What follows belongs to an exercise in optimizing a design on an open flow for small area; a production flow would make more cautious choices.
Only simulation tests tie the RTL to the original design; equivalence was not proved.

==> flow/design.v <==
module Controller(Vppg, Find_Setting, CLK, rst_n, DC_Comp, PGA_Gain, LED_RED, osc, cnt, smp, dnew, hist, dc_go);
input        CLK;
input        rst_n;
input        Find_Setting;
input  [7:0] Vppg;
output reg       LED_RED;        
output reg [3:0] PGA_Gain;
output reg [6:0] DC_Comp;
output           osc;            
output     [3:0] cnt;            
output     [7:0] smp;            
input      [8:0] dnew;           
input            dc_go;          
output    [44:0] hist;           
localparam [2:0] INITIAL           = 3'b001;
localparam [2:0] IDLE              = 3'b010;
localparam [2:0] FIND_SETTING      = 3'b000;
localparam [2:0] SWEEP_DC_COMP     = 3'b011;
localparam [2:0] INCREASE_PGA_GAIN = 3'b100;
localparam [2:0] OSCILLATE         = 3'b101;
localparam [2:0] FIRST_DC_COMP     = 3'b110;
reg [9:0] counter;
reg [3:0] PGA_Gain_IR, PGA_Gain_RED;
reg [2:0] currentState, nextState;
reg [6:0] DC_Comp_RED;           
reg [1:0] red_on_flag;
reg [7:0] temp_min, temp_max;    
reg [8:0] h0, h1, h2, h3, h4;    
reg       min9, max9;
wire [6:0] DC_left      = h3[6:0];
wire       start        = h3[7];
wire [6:0] DC_right     = h1[6:0];
wire [6:0] DC_half      = h2[6:0];    
wire [3:0] gaintemp_max = {h2[8:7], h1[8:7]};
wire [9:0] min_index    = {min9, h0};
wire [9:0] max_index    = {max9, h4};
reg [9:0] counter_n;
reg [3:0] PGA_Gain_IR_n;
reg [3:0] PGA_Gain_RED_n;
reg [2:0] nextState_n;
reg [6:0] DC_left_n;
reg [6:0] DC_right_n;
reg [6:0] DC_half_n;
reg [6:0] DC_Comp_RED_n;
reg [1:0] red_on_flag_n;
reg [9:0] min_index_n;
reg [9:0] max_index_n;
reg [7:0] temp_min_n;
reg [7:0] temp_max_n;
reg [3:0] gaintemp_max_n;
reg [0:0] start_n;
reg [0:0] LED_RED_n;
reg [3:0] PGA_Gain_n;
reg [6:0] DC_Comp_n;
wire LED_IR = ~LED_RED;
assign osc = (currentState == OSCILLATE);
assign cnt = counter[3:0];
assign smp = temp_min;
assign hist = {h4, h3, h2, h1, h0};
always @(posedge CLK or negedge rst_n) begin
    if (~rst_n) currentState <= INITIAL;
    else        currentState <= nextState;
end
wire [9:0]  idx_s;
wire        idx_co;
rc_add #(10) add_mid(.a(min_index), .b(max_index), .ci(1'b0), .s(idx_s), .co(idx_co));
wire [9:0]  mid = {idx_co, idx_s[9:1]};
wire [9:0]  e_b = currentState[2] ? max_index : mid;
wire [9:0]  e_s;
wire        e_co;
rc_add #(10) sub_e(.a(counter), .b(~e_b), .ci(1'b1), .s(e_s), .co(e_co));
wire [10:0] e = {~e_co, e_s};
wire        e_ge7  = ~e[10] & ((|e[9:3]) | (&e[2:0]));
wire        e_gem7 = ~e[10] | ((&e[9:3]) & (|e[2:0]));
wire        mid_ge7 = (|mid[9:3]) | (&mid[2:0]);
wire        sw_in   = ~e_ge7 & e_gem7 & mid_ge7;
wire        sw_past = e_ge7;
wire        pg_in  = e_co & ~(|e_s[9:4]);
wire        pg_end = pg_in & (&e_s[3:0]);
wire        v_hi  = Vppg[7];
wire        v_lo  = ~Vppg[7] & ~(&Vppg[6:0]);
wire [6:0]  dcs_s;
wire        dcs_co;
rc_add #(7) add_dcs(.a(DC_Comp), .b(v_lo ? DC_left : DC_right), .ci(1'b0), .s(dcs_s), .co(dcs_co));
wire [7:0]  dc_sum = {dcs_co, dcs_s};
wire [7:0]  tmin_s, tmax_s;
wire        tmin_co, tmax_co;
rc_add #(8) cmp_min(.a(Vppg), .b(~temp_min), .ci(1'b1), .s(tmin_s), .co(tmin_co));   
rc_add #(8) cmp_max(.a(temp_max), .b(~Vppg), .ci(1'b1), .s(tmax_s), .co(tmax_co));   
wire        lt_min = ~tmin_co;
wire        gt_max = ~tmax_co;
wire [9:0]  cnt_inc;
wire        cnt_co;
rc_add #(10) inc_cnt(.a(counter), .b(10'd0), .ci(1'b1), .s(cnt_inc), .co(cnt_co));
wire [3:0]  pga_inc;
wire        pga_co;
rc_add #(4) inc_pga(.a(PGA_Gain), .b(4'd0), .ci(1'b1), .s(pga_inc), .co(pga_co));
wire        v_lt250 = ~(&Vppg[7:3] & (Vppg[2:1] != 2'b00));
always @* begin
    counter_n = counter;
    PGA_Gain_IR_n = PGA_Gain_IR;
    PGA_Gain_RED_n = PGA_Gain_RED;
    nextState_n = nextState;
    DC_left_n = DC_left;
    DC_right_n = DC_right;
    DC_half_n = DC_half;
    DC_Comp_RED_n = DC_Comp_RED;
    red_on_flag_n = red_on_flag;
    min_index_n = min_index;
    max_index_n = max_index;
    temp_min_n = temp_min;
    temp_max_n = temp_max;
    gaintemp_max_n = gaintemp_max;
    start_n = start;
    LED_RED_n = LED_RED;
    PGA_Gain_n = PGA_Gain;
    DC_Comp_n = DC_Comp;
    if (counter == 10'd999) counter_n = 10'd0;
    else                    counter_n = cnt_inc;
    case (currentState)
    INITIAL: begin
        nextState_n    = FIND_SETTING;
        counter_n      = 10'd0;
        PGA_Gain_RED_n = 4'd0;
        PGA_Gain_IR_n  = 4'd0;
        DC_half_n      = 7'd0;
        DC_Comp_RED_n  = 7'd0;
        red_on_flag_n  = 2'd1;
        temp_min_n     = 8'd255;
        temp_max_n     = 8'd0;
        min_index_n    = 10'd0;
        max_index_n    = 10'd0;
        LED_RED_n      = 1'b1;
        PGA_Gain_n     = 4'd0;
        gaintemp_max_n = 4'd0;
        start_n        = 1'b0;
        DC_Comp_n      = 7'd0;
    end
    FIND_SETTING: begin
        if (Find_Setting) nextState_n = IDLE;
    end
    IDLE: begin
        DC_left_n  = 7'd0;
        DC_right_n = 7'd127;
        case (red_on_flag)
        2'd0: begin
            nextState_n = FIRST_DC_COMP;
            LED_RED_n   = 1'b0;
            DC_Comp_n   = 7'd0;
            temp_min_n  = 8'd0;
            temp_max_n  = 8'd0;
        end
        2'd1: begin
            nextState_n = FIRST_DC_COMP;
            LED_RED_n   = 1'b1;
            DC_Comp_n   = 7'd0;
            temp_min_n  = 8'd255;
            temp_max_n  = 8'd0;
        end
        2'd2: begin
            if (lt_min && LED_RED) begin
                temp_min_n  = Vppg;
                min_index_n = counter;
                nextState_n = IDLE;
            end
            if (gt_max && LED_RED) begin
                temp_max_n  = Vppg;
                max_index_n = counter;
                nextState_n = IDLE;
            end
            if (counter == 10'd999 && LED_RED) nextState_n = SWEEP_DC_COMP;
            if (LED_IR) nextState_n = SWEEP_DC_COMP;
        end
        default: ;
        endcase
    end
    FIRST_DC_COMP: begin
        if (dc_go) begin
            if (v_lo) begin
                DC_right_n = DC_Comp;
                DC_half_n  = dc_sum[7:1];
                DC_Comp_n  = DC_half;
            end else if (v_hi) begin
                DC_left_n  = DC_Comp;
                DC_half_n  = dc_sum[7:1];
                DC_Comp_n  = DC_half;
            end else begin
                DC_left_n  = DC_Comp;
                DC_right_n = DC_Comp;
            end
        end else begin
            red_on_flag_n = 2'd2;
            nextState_n   = IDLE;
        end
    end
    SWEEP_DC_COMP: begin
        if (sw_in) begin
            if (v_lo) begin
                DC_right_n = DC_Comp;
                DC_half_n  = dc_sum[7:1];
                DC_Comp_n  = DC_half;
            end else if (v_hi) begin
                DC_left_n  = DC_Comp;
                DC_half_n  = dc_sum[7:1];
                DC_Comp_n  = DC_half;
            end else begin
                DC_left_n   = DC_Comp;
                DC_right_n  = DC_Comp;
                nextState_n = INCREASE_PGA_GAIN;
            end
        end else if (sw_past) begin
            nextState_n = INCREASE_PGA_GAIN;
        end
    end
    INCREASE_PGA_GAIN: begin
        if (pg_in) begin
            if (v_lt250) PGA_Gain_n = pga_inc;
            else               gaintemp_max_n = PGA_Gain;
            if (pg_end) begin
                PGA_Gain_n = 4'd0;
                start_n    = 1'b1;
            end
        end
        if (start) begin
            start_n        = 1'b0;
            counter_n      = 10'd0;
            PGA_Gain_n     = 4'd0;
            gaintemp_max_n = 4'd0;
            if (LED_IR) begin
                red_on_flag_n = 2'd3;      
                PGA_Gain_IR_n = gaintemp_max;
                nextState_n   = OSCILLATE;
                LED_RED_n     = 1'b1;
            end else begin
                red_on_flag_n  = 2'd0;
                DC_Comp_RED_n  = DC_Comp;
                PGA_Gain_RED_n = gaintemp_max;
                nextState_n    = IDLE;
                LED_RED_n      = 1'b0;
            end
        end
    end
    OSCILLATE: begin
        if (counter == 10'd9) begin
            LED_RED_n  = ~LED_RED;
            counter_n  = 10'd0;
            temp_max_n = Vppg;
            temp_min_n = temp_max;
            if (LED_RED & red_on_flag[0]) begin
                red_on_flag_n = 2'd0;
            end else begin
                DC_Comp_n     = DC_Comp_RED;
                DC_Comp_RED_n = DC_Comp;
            end
            if (LED_IR) PGA_Gain_n = PGA_Gain_RED;
            else        PGA_Gain_n = PGA_Gain_IR;
        end
    end
    default: nextState_n = IDLE;
    endcase
end
wire latch = osc & (counter == 10'd9);
wire clr   = (currentState == INCREASE_PGA_GAIN) & (red_on_flag == 2'd3);
always @(posedge CLK) begin
    counter      <= counter_n;
    PGA_Gain_IR  <= PGA_Gain_IR_n;
    PGA_Gain_RED <= PGA_Gain_RED_n;
    nextState    <= nextState_n;
    DC_Comp_RED  <= DC_Comp_RED_n;
    red_on_flag  <= red_on_flag_n;
    temp_min     <= temp_min_n;
    temp_max     <= temp_max_n;
    LED_RED      <= LED_RED_n;
    PGA_Gain     <= PGA_Gain_n;
    DC_Comp      <= DC_Comp_n;
    min9         <= min_index_n[9];
    max9         <= max_index_n[9];
    if (osc) begin
        if (latch) begin
            h0 <= dnew;
            h1 <= h0;
            h2 <= h1;
            h3 <= h2;
            h4 <= h3;
        end
    end else if (clr) begin
        h0 <= 9'd0;
        h1 <= 9'd0;
        h2 <= 9'd0;
        h3 <= 9'd0;
        h4 <= 9'd0;
    end else begin
        h0 <= min_index_n[8:0];
        h1 <= {gaintemp_max_n[1:0], DC_right_n};
        h2 <= {gaintemp_max_n[3:2], DC_half_n};
        h3 <= {h3[8], start_n, DC_left_n};
        h4 <= max_index_n[8:0];
    end
end
endmodule
module rc_add #(parameter W = 8) (
    input  [W-1:0] a,
    input  [W-1:0] b,
    input          ci,
    output [W-1:0] s,
    output         co,
    output [W:0]   cv        
);
    wire [W:0] c;
    assign cv = c;
    assign c[0] = ci;
    genvar i;
    generate
        for (i = 0; i < W; i = i + 1) begin : bit_
            assign s[i]   = a[i] ^ b[i] ^ c[i];
            assign c[i+1] = (a[i] & b[i]) | (c[i] & (a[i] ^ b[i]));
        end
    endgenerate
    assign co = c[W];
endmodule
module FIR_Filter(CLK, rst_n, osc, led_red, cnt, vin, smp, hist, dnew, dc_go, out_red, out_ir);
input         CLK;
input         rst_n;
input         osc;       
input         led_red;   
input  [3:0]  cnt;       
input  [7:0]  vin;       
input  [7:0]  smp;       
input  [44:0] hist;      
output [8:0]  dnew;      
output        dc_go;     
output [19:0] out_red;
output [19:0] out_ir;
reg [18:0] y_red, y_ir;
reg [15:0] d0, d1;                
wire [8:0] a1 = hist[8:0];
wire [8:0] a2 = hist[17:9];
wire [8:0] b1 = hist[26:18];
wire [8:0] b2 = hist[35:27];
wire [8:0] c0 = hist[44:36];
wire odd   = cnt[0];
wire own   = led_red ^ odd;       
wire [2:0] p = cnt[3:1];
wire       sel2 = own | ~osc;    
wire [8:0] u = sel2 ? a2 : ((p[2] | (p[1] & p[0])) ? a1 : b1);
wire [8:0] v = sel2 ? b2 : ((p == 3'd4) ? b1 : c0);
wire [9:0] w;
wire       w_co;
wire [10:0] w_cv;
rc_add #(10) sub_w(.a({u[8], u}), .b(~{v[8], v}), .ci(1'b1), .s(w), .co(w_co), .cv(w_cv));
assign dc_go = ~w_cv[7] | (|w[6:1]);
wire [15:0] w1  = {{6{w[9]}}, w};
wire [15:0] w2  = {{5{w[9]}}, w, 1'b0};
wire [15:0] w4  = {{4{w[9]}}, w, 2'b0};
wire [15:0] w8  = {{3{w[9]}}, w, 3'b0};
wire [15:0] w16 = {{2{w[9]}}, w, 4'b0};
reg [15:0] X, Y, Z;
reg        neg;
always @* begin
    X = 16'd0; Y = 16'd0; Z = 16'd0; neg = 1'b0;
    case ({own, p})
    4'b1_000: begin X = w8;  Y = w4; Z = {{7{b2[8]}}, b2}; end
    4'b1_001: begin X = w16;         Z = ~{{7{a2[8]}}, a2}; neg = 1'b1; end
    4'b1_010: begin X = w16; Y = w1; end
    4'b1_011: begin X = w16; Y = w2; end
    4'b1_100: begin X = w16; Y = w1; end
    4'b0_000: begin X = w16;         Z = {{7{c0[8]}}, c0}; end
    4'b0_001: begin X = w8;  Y = w4; Z = ~{{7{b1[8]}}, b1}; neg = 1'b1; end
    4'b0_010: begin X = w4;  Y = w2; Z = {{6{a1[8]}}, a1, 1'b0}; end
    4'b0_011: begin X = w8;          end
    4'b0_100: begin X = w4;  Y = w2; Z = ~{{6{c0[8]}}, c0, 1'b0}; neg = 1'b1; end
    default: ;
    endcase
end
wire [15:0] s_1 = d0 ^ X ^ Y;
wire [15:0] c_1 = (d0 & X) | (d0 & Y) | (X & Y);
wire [15:0] c_1s = {c_1[14:0], neg};
wire [15:0] s_2 = s_1 ^ c_1s ^ Z;
wire [15:0] c_2 = (s_1 & c_1s) | (s_1 & Z) | (c_1s & Z);
wire [15:0] d_n;
wire        d_co;
rc_add #(16) add_d(.a(s_2), .b({c_2[14:0], 1'b0}), .ci(1'b0), .s(d_n), .co(d_co));
wire [18:0] yr_in = odd ? 19'd0 : {{3{d0[15]}}, d0};
wire [18:0] yi_in = odd ? 19'd0 : {{3{d1[15]}}, d1};
wire [18:0] yr_n, yi_n;
wire        yr_co, yi_co;
rc_add #(19) add_yr(.a(y_red), .b(yr_in), .ci(1'b0), .s(yr_n), .co(yr_co));
rc_add #(19) add_yi(.a(y_ir),  .b(yi_in), .ci(1'b0), .s(yi_n), .co(yi_co));
wire [8:0] e_n;
wire       e_co;
rc_add #(9) sub_e(.a({1'b0, vin}), .b(~{1'b0, smp}), .ci(1'b1), .s(e_n), .co(e_co));
assign dnew = e_n;
always @(posedge CLK or negedge rst_n) begin
    if (!rst_n) begin
        y_red <= 19'd0;
        y_ir  <= 19'd0;
    end else begin
        y_red <= yr_n;
        y_ir  <= yi_n;
    end
end
always @(posedge CLK) begin
    d0 <= d1;
    d1 <= osc ? d_n : 16'd0;
end
assign out_red = {1'b0, y_red};
assign out_ir  = {1'b0, y_ir};
endmodule
module Controller_FIR (
    input  [7:0]  VPPG,
    input         Find_Setting,
    input         CLK,
    input         rst_n,
    output [6:0]  DC_Comp,
    output [3:0]  pga_Gain,
    output        LED_IR,
    output        LED_RED,
    output [19:0] Out_RED_Filtered,
    output [19:0] Out_IR_Filtered,
    output [3:0]  LED_Drive
);
    wire       osc;
    wire [3:0] cnt;
    wire [7:0] smp;
    wire [8:0] dnew;
    wire [44:0] hist;
    wire        dc_go;
    assign LED_IR    = ~LED_RED;
    assign LED_Drive = 4'd8;
    Controller ct(.Vppg(VPPG), .Find_Setting(Find_Setting), .CLK(CLK), .rst_n(rst_n),
                  .DC_Comp(DC_Comp), .PGA_Gain(pga_Gain), .LED_RED(LED_RED),
                  .osc(osc), .cnt(cnt), .smp(smp), .dnew(dnew), .hist(hist), .dc_go(dc_go));
    FIR_Filter fir(.CLK(CLK), .rst_n(rst_n), .osc(osc), .led_red(LED_RED), .cnt(cnt),
                   .vin(VPPG), .smp(smp), .hist(hist), .dnew(dnew), .dc_go(dc_go), .out_red(Out_RED_Filtered), .out_ir(Out_IR_Filtered));
endmodule
==> flow/flow/run.sh <==
#!/bin/bash
# Standard layout with two changes: the smallest plain buffer (buf_1) for the
# port buffers, and clock tree synthesis without dummy loads.
set -euo pipefail
export BUFFER_PORTS_ARGS="-buffer_cell sky130_fd_sc_hd__buf_1"
export CTS_ARGS="-sink_clustering_enable -repair_clock_nets -sink_clustering_size 30 -sink_clustering_max_diameter 60 -buf_list sky130_fd_sc_hd__clkbuf_8 -dont_use_dummy_load"
bash standard.sh finish > flow_make.log 2>&1
==> flow/standard.sh <==
#!/bin/bash
# synth_recipe.tcl (not shown) runs the flow's synth.tcl, then flattens the netlist and writes it again
# the make line also repeats each setting of config.mk as NAME=value (left out here)
make -C /OpenROAD-flow-scripts/flow DESIGN_CONFIG=/design/flow/config.mk WORK_HOME=/design/flow/orfs CLKGATE_MAP_FILE= SYNTH_SCRIPT=/design/flow/synth_recipe.tcl "${@:-finish}"
==> flow/config.mk <==
export PLATFORM = sky130hd
export DESIGN_NAME = Controller_FIR
export DESIGN_NICKNAME = Controller_FIR
export VERILOG_FILES = /design/flow/design.v
export SDC_FILE = /design/flow/constraint.sdc
export NUM_CORES = 4
export LEC_CHECK = 0
export ABC_AREA = 1
export CAP_MARGIN = 20
export CORE_MARGIN = 2
export CORE_UTILIZATION = 50
export SLEW_MARGIN = 20
==> flow/constraint.sdc <==
create_clock -name core_clock -period 10.0 [get_ports {CLK}]
set_input_delay 2.0000 -clock core_clock [delete_from_list [all_inputs] [get_ports {CLK}]]
set_output_delay 2.0000 -clock core_clock [all_outputs]
set_load 0.01 [all_outputs]
==> flow_results.xml, run 1 <==
<?xml version="1.0" encoding="UTF-8"?>
<metrics>
  <group name="flow_run">
    <metric name="cap_violations" unit="">0</metric>
  </group>
  <group name="global_route">
    <metric name="grt_overflow_total" unit="">0</metric>
    <metric name="antenna_violations_before_repair" unit="">0</metric>
    <metric name="groute.usage.overall" unit="%">25.3</metric>
    <metric name="grt_first_pass_wirelength" unit="mm">45.8</metric>
    <metric name="grt_start_max_net_pins" unit="">66</metric>
    <metric name="grt_pass1_vias" unit="">8278</metric>
  </group>
  <group name="hold_path">
    <metric name="hold_class" unit="">reg -&gt; reg</metric>
  </group>
  <group name="routing">
    <metric name="viasPerCell" unit="">5.51</metric>
    <metric name="finalWirelength" unit="mm">28.2</metric>
    <metric name="drt-initial-drc-count" unit="">598</metric>
    <metric name="detail_routed_net_length_per_standard_cell" unit="microns">18.8</metric>
    <metric name="route.detailed.drc" unit="">0</metric>
    <metric name="drt-pass1-iter-count" unit="">5</metric>
    <metric name="dr_total_vias" unit="">8274</metric>
    <metric name="drt.antenna.violating_nets" unit="">0</metric>
  </group>
  <group name="die">
    <metric name="dieHeight" unit="microns">154</metric>
    <metric name="core.rowCount" unit="">54</metric>
    <metric name="die_width" unit="microns">154</metric>
    <metric name="floorplan.initialDensity" unit="%">51.2</metric>
    <metric name="pin_count" unit="">68</metric>
    <metric name="die_area" unit="sq um">23700</metric>
    <metric name="placeableCoreArea" unit="sq um">22000</metric>
  </group>
  <group name="place">
    <metric name="buffer_ports.inserted" unit="">61</metric>
    <metric name="post-dp-hpwl" unit="mm">22.5</metric>
    <metric name="place_worst_setup_slack" unit="ns">0.111</metric>
    <metric name="place_area" unit="sq um">11800</metric>
    <metric name="placer_s_final_routability_congestion_estimate" unit="">1.01</metric>
  </group>
  <group name="synth">
    <metric name="yosys_warnings" unit="">2</metric>
    <metric name="synth_xor_area_share" unit="%">0.778</metric>
    <metric name="yosys.cell_types.count" unit="">51</metric>
    <metric name="synth_mux_area_share" unit="%">0</metric>
    <metric name="postSynth.topFlopCell" unit="">sky130_fd_sc_hd__edfxtp_1</metric>
    <metric name="synthesis.area" unit="sq um">11300</metric>
    <metric name="synth_seq_area_share" unit="%">42.0</metric>
    <metric name="syn-mean-instance-area" unit="sq um">9.73</metric>
    <metric name="fraction_of_the_mapped_netlist_area_in_simple_logic_gates" unit="%">12.5</metric>
    <metric name="number_of_synthesized_flops_with_an_enable_pin" unit="">95</metric>
    <metric name="synth_compound_area_share" unit="%">11.6</metric>
    <metric name="combinational_family_with_the_most_area_after_synthesis" unit="">adder cells</metric>
    <metric name="synth-seq-cells" unit="">178</metric>
    <metric name="post_synth_fa_ha_maj_area_fraction" unit="%">23.6</metric>
    <metric name="syn-instance-count" unit="">1157</metric>
    <metric name="postSynth.asyncResetShare" unit="%">23.0</metric>
  </group>
  <group name="setup_path">
    <metric name="critical_path.startpoint_type" unit="">flip-flop</metric>
    <metric name="end_kind" unit="">flip-flop</metric>
    <metric name="worst-endpoint-arrival" unit="ns">9.84</metric>
    <metric name="worst-path-max-fanout" unit="">12</metric>
    <metric name="worstPathRequired" unit="ns">10.35</metric>
    <metric name="worst_path_max_delay_cell" unit="">sky130_fd_sc_hd__dfstp_2</metric>
    <metric name="crit_path_frequent_cell" unit="">sky130_fd_sc_hd__fa_1</metric>
    <metric name="worst-setup-path-type" unit="">reg -&gt; reg</metric>
    <metric name="critPathMaxStageDelay" unit="ns">0.58</metric>
  </group>
  <group name="clocking">
    <metric name="clock-root-buffer" unit="">sky130_fd_sc_hd__clkbuf_8</metric>
    <metric name="clock_tree.htree_level_count" unit="">4</metric>
    <metric name="clock_insertion_delay_worst_skew" unit="ns">0.47</metric>
    <metric name="clk_pin_slew" unit="ns">0.08</metric>
    <metric name="clk_path_buf_depth" unit="">2</metric>
    <metric name="clock-sinks" unit="">178</metric>
    <metric name="cts_tree" unit="">built</metric>
    <metric name="cts-buffers-inserted" unit="">17</metric>
    <metric name="hold_buffers" unit="">0</metric>
  </group>
  <group name="timing">
    <metric name="maxSlewHeadroom" unit="%">27.8</metric>
    <metric name="fin_tns_setup" unit="ns">0</metric>
    <metric name="slew_violations" unit="">0</metric>
    <metric name="final.period_utilization" unit="%">95.0</metric>
    <metric name="fin_hold_ws" unit="ns">0.328</metric>
    <metric name="finalCriticalPeriod" unit="ns">9.50</metric>
    <metric name="final_hold_viol_count" unit="">0</metric>
    <metric name="max_slew.worst_pin.slew" unit="ns">1.07</metric>
    <metric name="setup_violating_endpoint_count_in_the_final_report" unit="">0</metric>
    <metric name="fin_worst_skew" unit="ns">0.0456</metric>
    <metric name="maxClockFrequency" unit="GHz">0.105</metric>
    <metric name="layout_setup_ws" unit="ns">0.505</metric>
  </group>
  <group name="final_layout">
    <metric name="share_of_layout_cells_above_drive_strength_1" unit="%">5.81</metric>
    <metric name="synthToLayoutAreaGrowth" unit="%">7.37</metric>
    <metric name="antenna-diode-count" unit="">0</metric>
    <metric name="final_cell_area" unit="sq um">12100</metric>
    <metric name="fill_cells" unit="">1974</metric>
    <metric name="num-nets-final" unit="">1378</metric>
    <metric name="finalCoreUtilization" unit="%">55.0</metric>
  </group>
  <group name="run_status">
    <metric name="status" unit="">timing/DRC/antenna clean</metric>
  </group>
</metrics>
-- worst max-delay path, delay by kind of cell, from the launching register on --
family / cells / cell delay (ns)
xor gates and xnor gates: 2 / 0.32
buffers and inverters: 6 / 0.34
DFF: 1 / 0.58
and+or+nand+nor: 6 / 0.51
AOI/OAI and AO/OA: 3 / 0.50
adders and majority gates: 18 / 7.12
-- path summary, 6_finish.rpt --
kind	slack [ns]	depth (start not counted)	startpoint	end
max	0.50	35	ct.currentState[0]$_DFF_PN1_	fir.d1[15]$_SDFF_PP0_
max in group asynchronous	7.99	2	rst_n	fir.y_red[14]$_DFF_PN0_
min in group asynchronous	1.60	2	rst_n	fir.y_red[0]$_DFF_PN0_
min reg2reg	0.33	0	fir.d1[11]$_SDFF_PP0_	fir.d0[11]$_DFF_P_
min	0.33	0	fir.d1[11]$_SDFF_PP0_	fir.d0[11]$_DFF_P_
max reg2reg	0.50	35	ct.currentState[0]$_DFF_PN1_	fir.d1[15]$_SDFF_PP0_
-- layer usage --
metal	up-vias	track usage (%)	share of wire (%)
met5	-	0	0
met4	0	9.52	3.3
met3	53	3.52	5.5
met1	4039	33.9	42
li1	3877	-	-
met2	305	42.1	49
-- registers in the layout, indices dropped and copies added, names as in the netlist, 10 cells and up --
signal / flops
ct.counter: 10
fir.y_red: 19
fir.d1: 16
fir.y_ir: 19
fir.d0: 16
-- cells in the mapped netlist (4+ instances only) --
master                       n  area share [%]
sky130_fd_sc_hd__nand4_1     6            0.33
sky130_fd_sc_hd__a22oi_1    13            0.87
sky130_fd_sc_hd__o22ai_1    58             3.2
sky130_fd_sc_hd__edfxtp_1   95              25
sky130_fd_sc_hd__inv_2       9            0.30
sky130_fd_sc_hd__nand3_1    20            0.89
sky130_fd_sc_hd__xnor2_1     5            0.39
sky130_fd_sc_hd__fa_1      114              20
sky130_fd_sc_hd__buf_4       6            0.40
sky130_fd_sc_hd__inv_1     224             7.5
sky130_fd_sc_hd__ha_1       30             3.3
sky130_fd_sc_hd__clkbuf_1   24            0.80
sky130_fd_sc_hd__clkinv_1    4            0.13
sky130_fd_sc_hd__xor2_1      5            0.39
sky130_fd_sc_hd__dfxtp_1    42             7.5
sky130_fd_sc_hd__nand2_1   139             4.6
sky130_fd_sc_hd__nor4_1      4            0.22
sky130_fd_sc_hd__o221ai_1   11            0.86
sky130_fd_sc_hd__nor3_1     21            0.93
sky130_fd_sc_hd__dfrtp_1    40             8.9
sky130_fd_sc_hd__nor2_1    125             4.2
sky130_fd_sc_hd__o31ai_1     5            0.33
sky130_fd_sc_hd__o21ai_0    95             4.2
sky130_fd_sc_hd__nand2_2     5            0.28
sky130_fd_sc_hd__a21oi_1    22            0.98
-- kinds of logic after synthesis --
family                   after synthesis
buffers and inverters                274
flip-flops                           178
AO/OA/AOI/OAI                        219
XOR/XNOR                              10
AND/OR/NAND/NOR                      330
adder cells (fa/ha/maj)              144
other                                  2
-- timing repair --
action	in CTS	in global routing
hold endpoints to repair	0	0
setup buffers	0	1
resized for setup	0	14
setup endpoints to repair	0	2
-- metrics by stage --
stage	instances
floorplan	1161
global placement	1483
detailed placement	1483
CTS	1500
global route	1501
finish	1501
-- final cells by class --
class	count	area [sq um]	share of cell area [%]
Clock buffer	17	234	1.94
Inverter	237	890	7.36
Multi-Input combinational cell	709	5510	45.6
Tap cell	280	350	2.90
Sequential cell	178	4720	39.1
Timing Repair Buffer	80	373	3.09
-- placed cells by master (no fill, tap or decap), types with 3 or more instances in the layout --
| cell type | count |
|---|---|
| sky130_fd_sc_hd__conb_1 | 6 |
| sky130_fd_sc_hd__inv_1 | 222 |
| sky130_fd_sc_hd__xor2_1 | 5 |
| sky130_fd_sc_hd__dfxtp_2 | 3 |
| sky130_fd_sc_hd__o21ai_0 | 93 |
| sky130_fd_sc_hd__fa_1 | 111 |
| sky130_fd_sc_hd__clkbuf_8 | 17 |
| sky130_fd_sc_hd__clkinv_1 | 4 |
| sky130_fd_sc_hd__nor4_1 | 4 |
| sky130_fd_sc_hd__buf_4 | 19 |
| sky130_fd_sc_hd__nor2_1 | 124 |
| sky130_fd_sc_hd__fa_2 | 3 |
| sky130_fd_sc_hd__dfrtp_1 | 40 |
| sky130_fd_sc_hd__edfxtp_1 | 95 |
| sky130_fd_sc_hd__a22oi_1 | 13 |
| sky130_fd_sc_hd__nand2_2 | 5 |
| sky130_fd_sc_hd__nand2_1 | 138 |
| sky130_fd_sc_hd__o221ai_1 | 11 |
| sky130_fd_sc_hd__buf_1 | 60 |
| sky130_fd_sc_hd__a21oi_1 | 22 |
| sky130_fd_sc_hd__o22ai_1 | 58 |
| sky130_fd_sc_hd__nand3_1 | 20 |
| sky130_fd_sc_hd__ha_1 | 30 |
| sky130_fd_sc_hd__o31ai_1 | 5 |
| sky130_fd_sc_hd__nand4_1 | 6 |
| sky130_fd_sc_hd__xnor2_1 | 5 |
| sky130_fd_sc_hd__inv_2 | 11 |
| sky130_fd_sc_hd__nor3_1 | 21 |
| sky130_fd_sc_hd__dfxtp_1 | 39 |
==> inputs of run 2 (changes only) <==
==> flow/flow/run.sh (replaced) <==
#!/bin/bash
# Standard layout with two changes: the smallest plain buffer (buf_1) for the
# port buffers, and clock tree synthesis without dummy loads.
set -euo pipefail
export BUFFER_PORTS_ARGS="-buffer_cell sky130_fd_sc_hd__buf_1"
export CTS_ARGS="-sink_clustering_enable -repair_clock_nets -sink_clustering_size 24 -sink_clustering_max_diameter 50 -buf_list \"sky130_fd_sc_hd__clkbuf_4 sky130_fd_sc_hd__clkbuf_8\" -dont_use_dummy_load"
bash standard.sh finish > flow_make.log 2>&1
==> run 2 against run 1 <==
Compared with the run above:
- still clean on timing, DRC and antenna
- worst hold slack did not move
- first-iteration DRC count did not move
==> flow_results.xml, run 2 <==
<?xml version="1.0" encoding="UTF-8"?>
<metrics>
  <group name="clocking">
    <metric name="clock-sinks" unit="">178</metric>
    <metric name="clk_path_buf_depth" unit="">2</metric>
    <metric name="clock_tree.htree_level_count" unit="">4</metric>
    <metric name="cts-buffers-inserted" unit="">17</metric>
    <metric name="cts_tree" unit="">built</metric>
    <metric name="clk_pin_slew" unit="ns">0.08</metric>
    <metric name="hold_buffers" unit="">0</metric>
    <metric name="clock_insertion_delay_worst_skew" unit="ns">0.47</metric>
    <metric name="clock-root-buffer" unit="">sky130_fd_sc_hd__clkbuf_8</metric>
  </group>
  <group name="hold_path">
    <metric name="hold_class" unit="">reg -&gt; reg</metric>
    <metric name="hold_path_depth" unit="">0</metric>
  </group>
  <group name="timing">
    <metric name="setup_violating_endpoint_count_in_the_final_report" unit="">0</metric>
    <metric name="final_hold_viol_count" unit="">0</metric>
    <metric name="max_slew.worst_pin.slew" unit="ns">1.07</metric>
    <metric name="maxSlewHeadroom" unit="%">27.8</metric>
    <metric name="fin_worst_skew" unit="ns">0.0456</metric>
    <metric name="fin_tns_setup" unit="ns">0</metric>
    <metric name="maxClockFrequency" unit="GHz">0.105</metric>
    <metric name="finalCriticalPeriod" unit="ns">9.50</metric>
    <metric name="slew_violations" unit="">0</metric>
    <metric name="final.period_utilization" unit="%">95.0</metric>
  </group>
  <group name="die">
    <metric name="pin_count" unit="">68</metric>
    <metric name="floorplan.initialDensity" unit="%">51.2</metric>
    <metric name="die_area" unit="sq um">23700</metric>
    <metric name="core.rowCount" unit="">54</metric>
    <metric name="die_width" unit="microns">154</metric>
    <metric name="placeableCoreArea" unit="sq um">22000</metric>
    <metric name="dieHeight" unit="microns">154</metric>
  </group>
  <group name="synth">
    <metric name="postSynth.asyncResetShare" unit="%">23.0</metric>
    <metric name="synth-seq-cells" unit="">178</metric>
    <metric name="syn-mean-instance-area" unit="sq um">9.73</metric>
    <metric name="yosys_warnings" unit="">2</metric>
    <metric name="synthesis.area" unit="sq um">11300</metric>
    <metric name="yosys.area.top_type" unit="">sky130_fd_sc_hd__edfxtp_1</metric>
    <metric name="synthDominantCellAreaShare" unit="%">25.4</metric>
    <metric name="synth_top_cells_by_area" unit="">sky130_fd_sc_hd__edfxtp_1, sky130_fd_sc_hd__fa_1, sky130_fd_sc_hd__dfrtp_1</metric>
    <metric name="yosys.cell_types.count" unit="">51</metric>
    <metric name="syn-instance-count" unit="">1157</metric>
    <metric name="synth_seq_area_share" unit="%">42.0</metric>
    <metric name="postSynth.topFlopCell" unit="">sky130_fd_sc_hd__edfxtp_1</metric>
    <metric name="synthMostInstantiatedCell" unit="">sky130_fd_sc_hd__inv_1</metric>
    <metric name="number_of_synthesized_flops_with_an_enable_pin" unit="">95</metric>
    <metric name="synth_common_cells" unit="">sky130_fd_sc_hd__inv_1, sky130_fd_sc_hd__nand2_1, sky130_fd_sc_hd__nor2_1</metric>
  </group>
  <group name="run_status">
    <metric name="status" unit="">timing/DRC/antenna clean</metric>
  </group>
  <group name="routing">
    <metric name="dr_total_vias" unit="">8274</metric>
    <metric name="drt.antenna.violating_nets" unit="">0</metric>
    <metric name="drt-initial-drc-count" unit="">598</metric>
    <metric name="detail_routed_net_length_per_standard_cell" unit="microns">18.8</metric>
    <metric name="viasPerCell" unit="">5.51</metric>
    <metric name="finalWirelength" unit="mm">28.2</metric>
    <metric name="drt-pass1-iter-count" unit="">5</metric>
    <metric name="route.detailed.drc" unit="">0</metric>
  </group>
  <group name="global_route">
    <metric name="groute.usage.overall" unit="%">25.3</metric>
    <metric name="grt_start_max_net_pins" unit="">66</metric>
    <metric name="grt_overflow_total" unit="">0</metric>
    <metric name="grt_pass1_vias" unit="">8278</metric>
    <metric name="antenna_violations_before_repair" unit="">0</metric>
    <metric name="grt_first_pass_wirelength" unit="mm">45.8</metric>
  </group>
  <group name="place">
    <metric name="place_area" unit="sq um">11800</metric>
    <metric name="place_inst" unit="">1483</metric>
    <metric name="placer_s_final_routability_congestion_estimate" unit="">1.01</metric>
    <metric name="buffer_ports.inserted" unit="">61</metric>
    <metric name="post-dp-hpwl" unit="mm">22.5</metric>
  </group>
  <group name="setup_path">
    <metric name="crit_path_frequent_cell" unit="">sky130_fd_sc_hd__fa_1</metric>
    <metric name="worst_path_max_delay_cell" unit="">sky130_fd_sc_hd__dfstp_2</metric>
    <metric name="reg2reg_depth" unit="">35</metric>
    <metric name="worst-path-max-fanout" unit="">12</metric>
    <metric name="critPathMaxStageDelay" unit="ns">0.58</metric>
    <metric name="critical_path.startpoint_type" unit="">flip-flop</metric>
    <metric name="worstPathRequired" unit="ns">10.35</metric>
    <metric name="worst-setup-path-type" unit="">reg -&gt; reg</metric>
    <metric name="end_kind" unit="">flip-flop</metric>
    <metric name="worst-endpoint-arrival" unit="ns">9.84</metric>
  </group>
  <group name="final_layout">
    <metric name="share_of_layout_cells_above_drive_strength_1" unit="%">5.81</metric>
    <metric name="synthToLayoutAreaGrowth" unit="%">7.37</metric>
    <metric name="mostFrequentLayoutCell" unit="">sky130_fd_sc_hd__inv_1</metric>
    <metric name="layout.cells.non_filler" unit="">1501</metric>
    <metric name="num-nets-final" unit="">1378</metric>
    <metric name="final_cell_area" unit="sq um">12100</metric>
    <metric name="finalCoreUtilization" unit="%">55.0</metric>
    <metric name="leading_cell_types_in_the_layout_fill_and_taps_excluded" unit="">sky130_fd_sc_hd__inv_1, sky130_fd_sc_hd__nand2_1, sky130_fd_sc_hd__nor2_1, sky130_fd_sc_hd__fa_1, sky130_fd_sc_hd__edfxtp_1</metric>
    <metric name="antenna-diode-count" unit="">0</metric>
    <metric name="top_regs" unit="">fir.y_ir (19), fir.y_red (19)</metric>
  </group>
  <group name="flow_run">
    <metric name="cap_violations" unit="">0</metric>
  </group>
</metrics>
## run 2: cell counts after synthesis
No cell type changed its count.
## run 2: path summary, 6_finish.rpt
check | slack, ns | from | to
max | 0.50 | ct.currentState[0]$_DFF_PN1_ | fir.d1[15]$_SDFF_PP0_
min | 0.33 | fir.d1[11]$_SDFF_PP0_ | fir.d0[11]$_DFF_P_
max reg2reg | 0.50 | ct.currentState[0]$_DFF_PN1_ | fir.d1[15]$_SDFF_PP0_
min reg2reg | 0.33 | fir.d1[11]$_SDFF_PP0_ | fir.d0[11]$_DFF_P_
max in group asynchronous | 7.99 | rst_n | fir.y_red[14]$_DFF_PN0_
min in group asynchronous | 1.60 | rst_n | fir.y_red[0]$_DFF_PN0_
## run 2: per-stage QoR
stage | hold slack (ns) | setup WS [ns]
final | 0.328 | 0.505
after global routing | 0.336 | -0.00135
after CTS | 0.329 | 0.0890
after detailed placement | 0.335 | 0.111
after global placement | 0.335 | 0.182
after floorplan | 0.331 | 0.375
## run 2: cells by family (layout without fill, tap and decap cells)
kind of cell,after synthesis,in the layout,share of synthesized area [%]
AND/OR/NAND/NOR,330,330,12.5
AO/OA/AOI/OAI,219,219,11.6
buffers and inverters,274,334,9.44
other,2,6,0.0667
XOR/XNOR,10,10,0.778
flip-flops,178,178,42.0
adder cells (fa/ha/maj),144,144,23.6
## run 2: repair_timing
item	4_1_cts	5_1_grt
setup buffers	0	1
resized for setup	0	14
setup endpoints to repair	0	2
## run 2: layout make-up
cell class | count | area [sq um]
fill | 1974 | 9880
multi-input combinational | 709 | 5510
sequential | 178 | 4720
inverter | 237 | 890
timing repair buffer | 80 | 373
tap | 280 | 350
clock buffer | 17 | 234
## run 2: layer usage
layer  up-vias  routed length [microns]  global-route usage [%]
met5         -                        0                       0
met4         0                      925                    9.52
met3        53                     1560                    3.52
met2       305                    13700                    42.1
met1      4039                    12000                    33.9
li1       3877                        -                       -
## run 2: critical path, delay by kind of cell (launching register included)
kind / cells / cell delay (ns)
and+or+nand+nor: 6 / 0.51
AOI/OAI and AO/OA: 3 / 0.50
xor gates and xnor gates: 2 / 0.32
DFF: 1 / 0.58
adders and majority gates: 18 / 7.12
buffers and inverters: 6 / 0.34
==> inputs of run 3 (changes only) <==
==> flow/flow/run.sh (replaced) <==
#!/bin/bash
# Standard layout with two changes: the smallest plain buffer (buf_1) for the
# port buffers, and clock tree synthesis without dummy loads.
set -euo pipefail
export BUFFER_PORTS_ARGS="-buffer_cell sky130_fd_sc_hd__buf_1"
export CTS_ARGS="-sink_clustering_enable -repair_clock_nets -sink_clustering_size 24 -sink_clustering_max_diameter 50 -buf_list sky130_fd_sc_hd__clkbuf_8 -dont_use_dummy_load"
bash standard.sh finish > flow_make.log 2>&1
==> run 3 against run 2 <==
Compared with the run above:
- maximum frequency unchanged
- synthesized cell count unchanged
- worst hold slack unchanged
- critical endpoint unchanged
- via count unchanged
- die area unchanged
- critical path depth unchanged
- flip-flop and latch count unchanged
==> flow_results.xml, run 3 <==
<?xml version="1.0" encoding="UTF-8"?>
<metrics>
  <group name="run_status">
    <metric name="status" unit="">timing/DRC/antenna clean</metric>
  </group>
  <group name="setup_path">
    <metric name="critical_path_cell_count" unit="">35</metric>
    <metric name="critical_path.startpoint_type" unit="">flip-flop</metric>
    <metric name="r2r_slack" unit="ns">0.50</metric>
    <metric name="r2r_end" unit="">fir.d1[15]$_SDFF_PP0_</metric>
    <metric name="worst-setup-path-type" unit="">reg -&gt; reg</metric>
    <metric name="crit_path_start" unit="">ct.currentState[0]$_DFF_PN1_</metric>
    <metric name="worst_path_max_delay_cell" unit="">sky130_fd_sc_hd__dfstp_2</metric>
    <metric name="crit_path_frequent_cell" unit="">sky130_fd_sc_hd__fa_1</metric>
    <metric name="critPathTopFamily" unit="">adder cells</metric>
    <metric name="worst_setup_path_endpoint" unit="">fir.d1[15]$_SDFF_PP0_</metric>
    <metric name="critPathMaxStageDelay" unit="ns">0.58</metric>
    <metric name="reg2reg_depth" unit="">35</metric>
    <metric name="worst-path-max-fanout" unit="">12</metric>
    <metric name="timing.rr.start" unit="">ct.currentState[0]$_DFF_PN1_</metric>
    <metric name="end_kind" unit="">flip-flop</metric>
    <metric name="worst-endpoint-arrival" unit="ns">9.84</metric>
    <metric name="worstPathRequired" unit="ns">10.35</metric>
    <metric name="critical_path_buf_inv_count" unit="">6</metric>
  </group>
  <group name="routing">
    <metric name="dr_total_vias" unit="">8274</metric>
    <metric name="viasPerCell" unit="">5.51</metric>
    <metric name="drt.antenna.violating_nets" unit="">0</metric>
    <metric name="top_signal_layer_used" unit="">met4</metric>
    <metric name="wirelength_met1" unit="mm">12.0</metric>
    <metric name="detail_routed_net_length_per_standard_cell" unit="microns">18.8</metric>
    <metric name="dr_wl_met3" unit="mm">1.56</metric>
    <metric name="drt-initial-drc-count" unit="">598</metric>
    <metric name="drt-pass1-iter-count" unit="">5</metric>
    <metric name="route.detailed.drc" unit="">0</metric>
    <metric name="route.met2.wl" unit="mm">13.7</metric>
    <metric name="finalWirelength" unit="mm">28.2</metric>
  </group>
  <group name="clocking">
    <metric name="clock_tree.htree_level_count" unit="">4</metric>
    <metric name="clock-root-buffer" unit="">sky130_fd_sc_hd__clkbuf_8</metric>
    <metric name="cts-buffers-inserted" unit="">17</metric>
    <metric name="clk_pin_slew" unit="ns">0.08</metric>
    <metric name="cts_tree" unit="">built</metric>
    <metric name="clk_path_buf_depth" unit="">2</metric>
    <metric name="clock-sinks" unit="">178</metric>
    <metric name="clock_insertion_delay_worst_skew" unit="ns">0.47</metric>
  </group>
  <group name="synth">
    <metric name="synth_common_cells" unit="">sky130_fd_sc_hd__inv_1, sky130_fd_sc_hd__nand2_1, sky130_fd_sc_hd__nor2_1</metric>
    <metric name="yosys.area.top_type" unit="">sky130_fd_sc_hd__edfxtp_1</metric>
    <metric name="synth_top_cells_by_area" unit="">sky130_fd_sc_hd__edfxtp_1, sky130_fd_sc_hd__fa_1, sky130_fd_sc_hd__dfrtp_1</metric>
    <metric name="postSynth.asyncResetShare" unit="%">23.0</metric>
    <metric name="number_of_synthesized_flops_with_an_enable_pin" unit="">95</metric>
    <metric name="yosys_warnings" unit="">2</metric>
    <metric name="synthDominantCellAreaShare" unit="%">25.4</metric>
    <metric name="syn-instance-count" unit="">1157</metric>
    <metric name="synth_seq_area_share" unit="%">42.0</metric>
    <metric name="syn-mean-instance-area" unit="sq um">9.73</metric>
    <metric name="yosys.cell_types.count" unit="">51</metric>
    <metric name="synthesis.area" unit="sq um">11300</metric>
    <metric name="postSynth.topFlopCell" unit="">sky130_fd_sc_hd__edfxtp_1</metric>
    <metric name="synth-seq-cells" unit="">178</metric>
    <metric name="synthMostInstantiatedCell" unit="">sky130_fd_sc_hd__inv_1</metric>
  </group>
  <group name="global_route">
    <metric name="grt_start_max_net_pins" unit="">66</metric>
    <metric name="groute.usage.overall" unit="%">25.3</metric>
    <metric name="grt_pass1_vias" unit="">8278</metric>
    <metric name="grt_overflow_total" unit="">0</metric>
    <metric name="antenna_violations_before_repair" unit="">0</metric>
    <metric name="grt_first_pass_wirelength" unit="mm">45.8</metric>
  </group>
  <group name="final_layout">
    <metric name="share_of_layout_cells_above_drive_strength_1" unit="%">5.81</metric>
    <metric name="finalCoreUtilization" unit="%">55.0</metric>
    <metric name="mostFrequentLayoutCell" unit="">sky130_fd_sc_hd__inv_1</metric>
    <metric name="leading_cell_types_in_the_layout_fill_and_taps_excluded" unit="">sky130_fd_sc_hd__inv_1, sky130_fd_sc_hd__nand2_1, sky130_fd_sc_hd__nor2_1, sky130_fd_sc_hd__fa_1, sky130_fd_sc_hd__edfxtp_1</metric>
    <metric name="final_cell_area" unit="sq um">12100</metric>
    <metric name="synthToLayoutAreaGrowth" unit="%">7.37</metric>
    <metric name="antenna-diode-count" unit="">0</metric>
    <metric name="top_regs" unit="">fir.y_ir (19), fir.y_red (19)</metric>
    <metric name="num-nets-final" unit="">1378</metric>
  </group>
  <group name="hold_path">
    <metric name="hold_class" unit="">reg -&gt; reg</metric>
  </group>
  <group name="timing">
    <metric name="final.period_utilization" unit="%">95.0</metric>
    <metric name="max_slew.worst_pin.slew" unit="ns">1.07</metric>
    <metric name="slew_violations" unit="">0</metric>
    <metric name="finalCriticalPeriod" unit="ns">9.50</metric>
    <metric name="final_hold_viol_count" unit="">0</metric>
    <metric name="fin_worst_skew" unit="ns">0.0456</metric>
    <metric name="setup_violating_endpoint_count_in_the_final_report" unit="">0</metric>
    <metric name="maxClockFrequency" unit="GHz">0.105</metric>
    <metric name="fin_hold_ws" unit="ns">0.328</metric>
    <metric name="maxSlewHeadroom" unit="%">27.8</metric>
  </group>
  <group name="die">
    <metric name="placeableCoreArea" unit="sq um">22000</metric>
    <metric name="core.rowCount" unit="">54</metric>
    <metric name="die_width" unit="microns">154</metric>
    <metric name="pin_count" unit="">68</metric>
    <metric name="floorplan.initialDensity" unit="%">51.2</metric>
    <metric name="die_area" unit="sq um">23700</metric>
    <metric name="dieHeight" unit="microns">154</metric>
  </group>
  <group name="place">
    <metric name="place_area" unit="sq um">11800</metric>
    <metric name="buffer_ports.inserted" unit="">61</metric>
    <metric name="post-dp-hpwl" unit="mm">22.5</metric>
    <metric name="placer_s_final_routability_congestion_estimate" unit="">1.01</metric>
  </group>
  <group name="flow_run">
    <metric name="cap_violations" unit="">0</metric>
  </group>
</metrics>
run 3: cell counts after synthesis:
Identical to the previous run, type by type.
run 3: cells by family after synthesis:
group                      share of synthesized area (%)
and+or+nand+nor                                     12.5
buffers and inverters                               9.44
AOI/OAI and AO/OA                                   11.6
DFF                                                 42.0
adders and majority gates                           23.6
xor gates and xnor gates                           0.778
other                                             0.0667
run 3: through the flow:
| stage | setup slack [ns] | setup TNS, ns | instances |
|---|---|---|---|
| detailed placement | 0.111 | 0 | 1483 |
| global route | -0.00135 | -0.00135 | 1501 |
| global placement | 0.182 | 0 | 1483 |
| CTS | 0.0890 | 0 | 1500 |
| finish | 0.505 | 0 | 1501 |
| floorplan | 0.375 | 0 | 1161 |
run 3: repair_timing:
item,4_1_cts,5_1_grt
hold buffers,0,0
setup endpoints to repair,0,2
setup buffers,0,1
resized for setup,0,14
run 3: area by class of cell:
type,instances,area (sq um)
fillers,1974,9880
multi-input cells,709,5510
flip-flops and latches,178,4720
inverters,237,890
repair buffers,80,373
well taps,280,350
clock buffers,17,234
run 3: worst register-to-register path: cells and delay by family, from the launching register on:
family | cells | cell delay, ns
adders and majority gates | 18 | 7.12
DFF | 1 | 0.58
and+or+nand+nor | 6 | 0.51
AOI/OAI and AO/OA | 3 | 0.50
buffers and inverters | 6 | 0.34
xor gates and xnor gates | 2 | 0.32
run 3: worst min-delay path by stage:
stage                               from                            to  slack [ns]  depth (start not counted)
2_1_floorplan  ct.nextState[1]$_DFFE_PP_  ct.currentState[1]$_DFF_PN0_        0.33                          0
3_3_place_gp       fir.d1[10]$_SDFF_PP0_            fir.d0[10]$_DFF_P_        0.33                          0
3_5_place_dp        fir.d1[5]$_SDFF_PP0_             fir.d0[5]$_DFF_P_        0.34                          0
4_1_cts            fir.d1[11]$_SDFF_PP0_            fir.d0[11]$_DFF_P_        0.33                          0
5_1_grt            fir.d1[10]$_SDFF_PP0_            fir.d0[10]$_DFF_P_        0.34                          0
6_report           fir.d1[11]$_SDFF_PP0_            fir.d0[11]$_DFF_P_        0.33                          0
run 3: metal layers:
layer  up-vias  GRT usage [%]
met5         -              0
met4         0           9.52
met3        53           3.52
met2       305           42.1
met1      4039           33.9
li1       3877              -
==> inputs of run 4 (changes only) <==
--- a/flow/design.v
+++ b/flow/design.v
@@ -332,7 +332,9 @@
 output [19:0] out_red;
 output [19:0] out_ir;
 reg [18:0] y_red, y_ir;
-reg [15:0] d0, d1;                
+reg [15:0] d0n, d1n;              
+wire [15:0] d0 = ~d0n;
+wire [15:0] d1 = ~d1n;
 wire [8:0] a1 = hist[8:0];
 wire [8:0] a2 = hist[17:9];
 wire [8:0] b1 = hist[26:18];
@@ -400,8 +402,8 @@
     end
 end
 always @(posedge CLK) begin
-    d0 <= d1;
-    d1 <= osc ? d_n : 16'd0;
+    d0n <= d1n;
+    d1n <= ~(osc ? d_n : 16'd0);
 end
 assign out_red = {1'b0, y_red};
 assign out_ir  = {1'b0, y_ir};
==> run 4 against run 3 <==
Compared with the run above:
- worst hold slack worse by 0.0016 ns
- synthesized area fell by 0.90%
- non-clock buffer count is 6 lower
- core utilization down 0.31 points
- clock-buffer cell count is the same
- register-to-register slack lost 0.03 ns
- clock skew down 0.0014 ns
- still clean on timing, DRC and antenna
- cell count down 3.5%
- maximum frequency fell by 0.37%
- first-iteration DRC count rose by 0.17%
==> flow_results.xml, run 4 <==
<?xml version="1.0" encoding="UTF-8"?>
<metrics>
  <group name="synth">
    <metric name="syn-instance-count" unit="">1111</metric>
    <metric name="post_synth_fa_ha_maj_area_fraction" unit="%">24.0</metric>
    <metric name="synthMostInstantiatedCell" unit="">sky130_fd_sc_hd__inv_1</metric>
    <metric name="yosys_warnings" unit="">2</metric>
    <metric name="synth-seq-cells" unit="">178</metric>
    <metric name="fraction_of_the_mapped_netlist_area_in_simple_logic_gates" unit="%">11.7</metric>
    <metric name="synth_top_cells_by_area" unit="">sky130_fd_sc_hd__edfxtp_1, sky130_fd_sc_hd__fa_1, sky130_fd_sc_hd__dfrtp_1</metric>
    <metric name="postSynth.asyncResetShare" unit="%">23.0</metric>
    <metric name="syn-mean-instance-area" unit="sq um">10.0</metric>
    <metric name="yosys.cell_types.count" unit="">55</metric>
    <metric name="synth_compound_area_share" unit="%">12.1</metric>
    <metric name="yosys.area.top_type" unit="">sky130_fd_sc_hd__edfxtp_1</metric>
    <metric name="combinational_family_with_the_most_area_after_synthesis" unit="">adder cells</metric>
    <metric name="synthesis.area" unit="sq um">11200</metric>
    <metric name="number_of_synthesized_flops_with_an_enable_pin" unit="">95</metric>
    <metric name="synthDominantCellAreaShare" unit="%">25.6</metric>
    <metric name="synth_mux_area_share" unit="%">0</metric>
    <metric name="synth_common_cells" unit="">sky130_fd_sc_hd__inv_1, sky130_fd_sc_hd__nand2_1, sky130_fd_sc_hd__nor2_1</metric>
    <metric name="synth_xor_area_share" unit="%">1.16</metric>
    <metric name="synth_seq_area_share" unit="%">42.3</metric>
    <metric name="postSynth.topFlopCell" unit="">sky130_fd_sc_hd__edfxtp_1</metric>
  </group>
  <group name="final_layout">
    <metric name="final_cell_area" unit="sq um">11900</metric>
    <metric name="finalCoreUtilization" unit="%">54.7</metric>
    <metric name="num-nets-final" unit="">1326</metric>
    <metric name="top_regs" unit="">fir.y_ir (19), fir.y_red (19)</metric>
    <metric name="leading_cell_types_in_the_layout_fill_and_taps_excluded" unit="">sky130_fd_sc_hd__inv_1, sky130_fd_sc_hd__nand2_1, sky130_fd_sc_hd__nor2_1, sky130_fd_sc_hd__fa_1, sky130_fd_sc_hd__edfxtp_1</metric>
    <metric name="share_of_layout_cells_above_drive_strength_1" unit="%">6.16</metric>
    <metric name="antenna-diode-count" unit="">0</metric>
    <metric name="synthToLayoutAreaGrowth" unit="%">7.07</metric>
    <metric name="mostFrequentLayoutCell" unit="">sky130_fd_sc_hd__inv_1</metric>
  </group>
  <group name="routing">
    <metric name="detail_routed_net_length_per_standard_cell" unit="microns">19.5</metric>
    <metric name="drt.antenna.violating_nets" unit="">0</metric>
    <metric name="viasPerCell" unit="">5.57</metric>
    <metric name="drt-initial-drc-count" unit="">599</metric>
    <metric name="dr_total_vias" unit="">8068</metric>
    <metric name="finalWirelength" unit="mm">28.3</metric>
    <metric name="drt-pass1-iter-count" unit="">7</metric>
    <metric name="route.detailed.drc" unit="">0</metric>
  </group>
  <group name="setup_path">
    <metric name="timing.rr.start" unit="">ct.currentState[0]$_DFF_PN1_</metric>
    <metric name="worstPathRequired" unit="ns">10.38</metric>
    <metric name="crit_path_frequent_cell" unit="">sky130_fd_sc_hd__fa_1</metric>
    <metric name="critical_path.startpoint_type" unit="">flip-flop</metric>
    <metric name="worst-path-max-fanout" unit="">12</metric>
    <metric name="worst_path_max_delay_cell" unit="">sky130_fd_sc_hd__dfstp_2</metric>
    <metric name="worst-setup-path-type" unit="">reg -&gt; reg</metric>
    <metric name="critPathMaxStageDelay" unit="ns">0.57</metric>
    <metric name="r2r_end" unit="">fir.d1n[15]$_DFF_P_</metric>
    <metric name="worst-endpoint-arrival" unit="ns">9.91</metric>
    <metric name="r2r_slack" unit="ns">0.47</metric>
    <metric name="reg2reg_depth" unit="">34</metric>
    <metric name="end_kind" unit="">flip-flop</metric>
  </group>
  <group name="timing">
    <metric name="final.period_utilization" unit="%">95.3</metric>
    <metric name="fin_tns_setup" unit="ns">0</metric>
    <metric name="setup_violating_endpoint_count_in_the_final_report" unit="">0</metric>
    <metric name="fin_hold_ws" unit="ns">0.326</metric>
    <metric name="final_hold_viol_count" unit="">0</metric>
    <metric name="slew_violations" unit="">0</metric>
    <metric name="max_slew.worst_pin.slew" unit="ns">1.00</metric>
    <metric name="maxClockFrequency" unit="GHz">0.105</metric>
    <metric name="maxSlewHeadroom" unit="%">33.3</metric>
    <metric name="grt_setup_unrepaired" unit="">false</metric>
    <metric name="finalCriticalPeriod" unit="ns">9.53</metric>
    <metric name="fin_worst_skew" unit="ns">0.0443</metric>
  </group>
  <group name="clocking">
    <metric name="clock-root-buffer" unit="">sky130_fd_sc_hd__clkbuf_8</metric>
    <metric name="cts_tree" unit="">built</metric>
    <metric name="clk_pin_slew" unit="ns">0.09</metric>
    <metric name="hold_buffers" unit="">0</metric>
    <metric name="clock_insertion_delay_worst_skew" unit="ns">0.48</metric>
    <metric name="cts-buffers-inserted" unit="">17</metric>
    <metric name="clock_tree.htree_level_count" unit="">4</metric>
    <metric name="clk_path_buf_depth" unit="">2</metric>
    <metric name="clock-sinks" unit="">178</metric>
  </group>
  <group name="global_route">
    <metric name="grt_start_max_net_pins" unit="">56</metric>
    <metric name="grt_first_pass_wirelength" unit="mm">45.4</metric>
    <metric name="antenna_violations_before_repair" unit="">0</metric>
    <metric name="groute.usage.overall" unit="%">25.2</metric>
    <metric name="grt_overflow_total" unit="">0</metric>
    <metric name="grt_pass1_vias" unit="">8095</metric>
  </group>
  <group name="place">
    <metric name="post-dp-hpwl" unit="mm">22.5</metric>
    <metric name="place_area" unit="sq um">11600</metric>
    <metric name="placer_s_final_routability_congestion_estimate" unit="">0.945</metric>
    <metric name="buffer_ports.inserted" unit="">61</metric>
  </group>
  <group name="hold_path">
    <metric name="hold_path_depth" unit="">0</metric>
    <metric name="hold_path.startpoint" unit="">fir.d1n[3]$_DFF_P_</metric>
    <metric name="hold_class" unit="">reg -&gt; reg</metric>
    <metric name="min_delay_worst_endpoint" unit="">fir.d0n[3]$_DFF_P_</metric>
  </group>
  <group name="flow_run">
    <metric name="cap_violations" unit="">0</metric>
  </group>
  <group name="die">
    <metric name="die_area" unit="sq um">23500</metric>
    <metric name="placeableCoreArea" unit="sq um">21800</metric>
    <metric name="core.rowCount" unit="">54</metric>
    <metric name="pin_count" unit="">68</metric>
    <metric name="floorplan.initialDensity" unit="%">51.1</metric>
    <metric name="dieHeight" unit="microns">153</metric>
    <metric name="die_width" unit="microns">153</metric>
  </group>
  <group name="run_status">
    <metric name="status" unit="">timing/DRC/antenna clean</metric>
  </group>
</metrics>
[run 4: kinds of logic after synthesis]
group                      count (synthesis)
other                                      2
DFF                                      178
and+or+nand+nor                          305
adders and majority gates                145
AOI/OAI and AO/OA                        225
buffers and inverters                    243
xor gates and xnor gates                  13
[run 4: timing repair]
item                                   CTS  global route
endpoints found under the hold margin    0             0
setup endpoints to repair                0             2
resized for setup                        0            13
setup buffers                            0             3
[run 4: critical path, delay by kind of cell (launching register included)]
family	cells	cell delay, ns
AOI/OAI and AO/OA	5	0.71
xor gates and xnor gates	3	0.56
adders and majority gates	17	6.85
buffers and inverters	6	0.46
DFF	1	0.57
and+or+nand+nor	3	0.28
[run 4: area by class of cell]
type	count	area, sq um
flip-flops and latches	178	4720
inverters	205	772
multi-input cells	694	5530
fillers	2036	9880
clock buffers	17	234
well taps	280	350
repair buffers	74	328
[run 4: stage by stage]
step           setup WS, ns  std cells
5_1_grt             0.00322       1448
4_1_cts               0.143       1445
6_report              0.470       1448
2_1_floorplan         0.542       1115
3_3_place_gp          0.332       1428
3_5_place_dp          0.179       1428
[run 4: metal layers]
layer / GRT usage [%] / part of all wire [%] / up-vias
met2: 41.4 / 49 / 280
met3: 4.91 / 6.1 / 36
li1: - / - / 3750
met5: 0 / 0 / -
met1: 34.4 / 43 / 4002
met4: 7.34 / 2.1 / 0
[run 4: worst max path at each step]
stage,end,startpoint,slack [ns],cells past startpoint
after floorplan,fir.d1n[15]$_DFF_P_,ct.currentState[0]$_DFF_PN1_,0.54,36
after global placement,fir.d1n[15]$_DFF_P_,ct.currentState[0]$_DFF_PN1_,0.33,35
after detailed placement,fir.d1n[15]$_DFF_P_,ct.currentState[0]$_DFF_PN1_,0.18,35
after CTS,fir.d1n[15]$_DFF_P_,ct.currentState[0]$_DFF_PN1_,0.14,35
after global routing,fir.d1n[15]$_DFF_P_,ct.currentState[0]$_DFF_PN1_,0.003,34
final,fir.d1n[15]$_DFF_P_,ct.currentState[0]$_DFF_PN1_,0.47,34
==> inputs of run 5 (changes only) <==
--- a/flow/config.mk
+++ b/flow/config.mk
@@ -6,7 +6,7 @@
 export NUM_CORES = 4
 export LEC_CHECK = 0
 export ABC_AREA = 1
-export CAP_MARGIN = 20
+export CAP_MARGIN = 5
 export CORE_MARGIN = 2
 export CORE_UTILIZATION = 50
-export SLEW_MARGIN = 20
+export SLEW_MARGIN = 5
==> run 5 against run 4 <==
Compared with the run above:
- flip-flop and latch count did not move
- cell count did not move
- worst hold slack improved by 0.00054 ns
- synthesized cell count did not move
- sequential share of layout area barely moved
- first-iteration DRC count rose by 1.2%
- synthesized area did not move
- register-to-register slack barely moved
==> flow_results.xml, run 5 <==
<?xml version="1.0" encoding="UTF-8"?>
<metrics>
  <group name="run_status">
    <metric name="status" unit="">timing/DRC/antenna clean</metric>
  </group>
  <group name="place">
    <metric name="post-dp-hpwl" unit="mm">22.5</metric>
  </group>
  <group name="die">
    <metric name="die_area" unit="sq um">23500</metric>
    <metric name="die_width" unit="microns">153</metric>
    <metric name="dieHeight" unit="microns">153</metric>
  </group>
  <group name="setup_path">
    <metric name="worst-setup-path-type" unit="">reg -&gt; reg</metric>
    <metric name="worstPathRequired" unit="ns">10.37</metric>
  </group>
  <group name="routing">
    <metric name="drt-pass1-iter-count" unit="">5</metric>
    <metric name="dr_total_vias" unit="">8046</metric>
    <metric name="viasPerCell" unit="">5.56</metric>
    <metric name="drt-initial-drc-count" unit="">606</metric>
    <metric name="detail_routed_net_length_per_standard_cell" unit="microns">19.5</metric>
  </group>
  <group name="timing">
    <metric name="final.period_utilization" unit="%">95.3</metric>
    <metric name="grt_setup_unrepaired" unit="">false</metric>
    <metric name="fin_tns_setup" unit="ns">0</metric>
    <metric name="finalCriticalPeriod" unit="ns">9.53</metric>
    <metric name="fin_hold_ws" unit="ns">0.327</metric>
    <metric name="maxSlewHeadroom" unit="%">28.8</metric>
  </group>
  <group name="clocking">
    <metric name="clock_tree.htree_level_count" unit="">4</metric>
    <metric name="clock_insertion_delay_worst_skew" unit="ns">0.48</metric>
    <metric name="clock-sinks" unit="">178</metric>
    <metric name="clk_pin_slew" unit="ns">0.09</metric>
  </group>
  <group name="synth">
    <metric name="synthMostInstantiatedCell" unit="">sky130_fd_sc_hd__inv_1</metric>
    <metric name="yosys_warnings" unit="">2</metric>
    <metric name="yosys.cell_types.count" unit="">55</metric>
    <metric name="postSynth.asyncResetShare" unit="%">23.0</metric>
    <metric name="yosys.area.top_type" unit="">sky130_fd_sc_hd__edfxtp_1</metric>
    <metric name="synthDominantCellAreaShare" unit="%">25.6</metric>
  </group>
  <group name="final_layout">
    <metric name="fill_cells" unit="">2038</metric>
    <metric name="finalCoreUtilization" unit="%">54.7</metric>
    <metric name="antenna-diode-count" unit="">0</metric>
    <metric name="num-nets-final" unit="">1326</metric>
  </group>
  <group name="hold_path">
    <metric name="hold_class" unit="">reg -&gt; reg</metric>
  </group>
</metrics>
run 5: cells by family (layout without fill, tap and decap cells):
logic type                 after synthesis  in the layout  share of synthesized area [%]
adders and majority gates              145            145                           24.0
DFF                                    178            178                           42.3
and+or+nand+nor                        305            305                           11.7
xor gates and xnor gates                13             13                           1.16
buffers and inverters                  243            296                           8.57
other                                    2              6                         0.0674
AOI/OAI and AO/OA                      225            225                           12.1
run 5: area by class of cell:
type	count	area share, %
Multi-Input combinational cell	694	46.3
Sequential cell	178	39.6
Inverter	205	6.47
Tap cell	280	2.94
Timing Repair Buffer	74	2.75
Clock buffer	17	1.96
run 5: routing by layer:
metal / GRT usage [%] / wire length (microns) / up-vias / part of all wire (%)
li1: - / - / 3747 / -
met1: 34.4 / 12100 / 3985 / 43
met2: 41.4 / 13700 / 270 / 48
met3: 4.91 / 1760 / 44 / 6.2
met4: 7.34 / 686 / 0 / 2.4
met5: 0 / 0 / - / 0
run 5: path summary, 6_finish.rpt:
check	startpoint	end	slack, ns	cells after the start
min in group asynchronous	rst_n	fir.y_red[0]$_DFF_PN0_	1.60	2
max in group asynchronous	rst_n	ct.currentState[0]$_DFF_PN1_	7.98	2
worst max-delay path	ct.currentState[0]$_DFF_PN1_	fir.d1n[15]$_DFF_P_	0.47	34
worst min-delay path	fir.d1n[3]$_DFF_P_	fir.d0n[3]$_DFF_P_	0.33	0
worst min register to register	fir.d1n[3]$_DFF_P_	fir.d0n[3]$_DFF_P_	0.33	0
worst max register to register	ct.currentState[0]$_DFF_PN1_	fir.d1n[15]$_DFF_P_	0.47	34
run 5: what timing repair did:
item | 4_1_cts | 5_1_grt
setup buffers | 0 | 3
gates resized for setup | 0 | 13
setup endpoints to repair | 0 | 2
hold buffers | 0 | 0
run 5: per-stage QoR:
| stage | instances | worst slack (ns) |
|---|---|---|
| after CTS | 1445 | 0.143 |
| after global routing | 1448 | 0.00322 |
| after floorplan | 1115 | 0.542 |
| after detailed placement | 1428 | 0.179 |
| after global placement | 1428 | 0.332 |
| final | 1448 | 0.472 |
run 5: critical path: cells and delay by family (launching register included):
kind	cells	cell delay (ns)
AO/OA/AOI/OAI	5	0.71
XOR/XNOR	3	0.57
adder cells (fa/ha/maj)	17	6.85
buffers and inverters	6	0.46
flip-flops	1	0.57
AND/OR/NAND/NOR	3	0.28

==> port drivers added, routing unchanged <==
In the flow no input, the clock included, has a driving cell. The finished layouts below were timed again as built, in two steps. Step 1: set_driving_cell puts a clkbuf_16 on CLK and a buf_2 on each other input, an assumption about the parent block. Step 2 moves the port delays by t, midway between the first and last clock arrival at a register: inputs arrive t later, outputs are due t later. That takes back most of the time a late clock gives input paths. Slacks: ideal ports / drivers / drivers and shift; pairs: ideal ports / drivers.
| run | t (ns) | slack for setup (ns) | hold slack, ns | worst setup path at the end |
|---|---|---|---|---|
| run 1 | 0.496 | 0.505 / 0.505 / 0.505 | 0.328 / 0.328 / 0.328 | register to register |
| run 2 | 0.496 | 0.505 / 0.505 / 0.505 | 0.328 / 0.328 / 0.328 | register to register |
| run 3 | 0.496 | 0.505 / 0.505 / 0.505 | 0.328 / 0.328 / 0.328 | register to register |
| run 4 | 0.502 | 0.470 / 0.470 / 0.470 | 0.326 / 0.326 / 0.326 | register to register |
| run 5 | 0.497 | 0.472 / 0.472 / 0.472 | 0.327 / 0.327 / 0.327 | register to register |
After both steps every run listed still meets setup and hold.
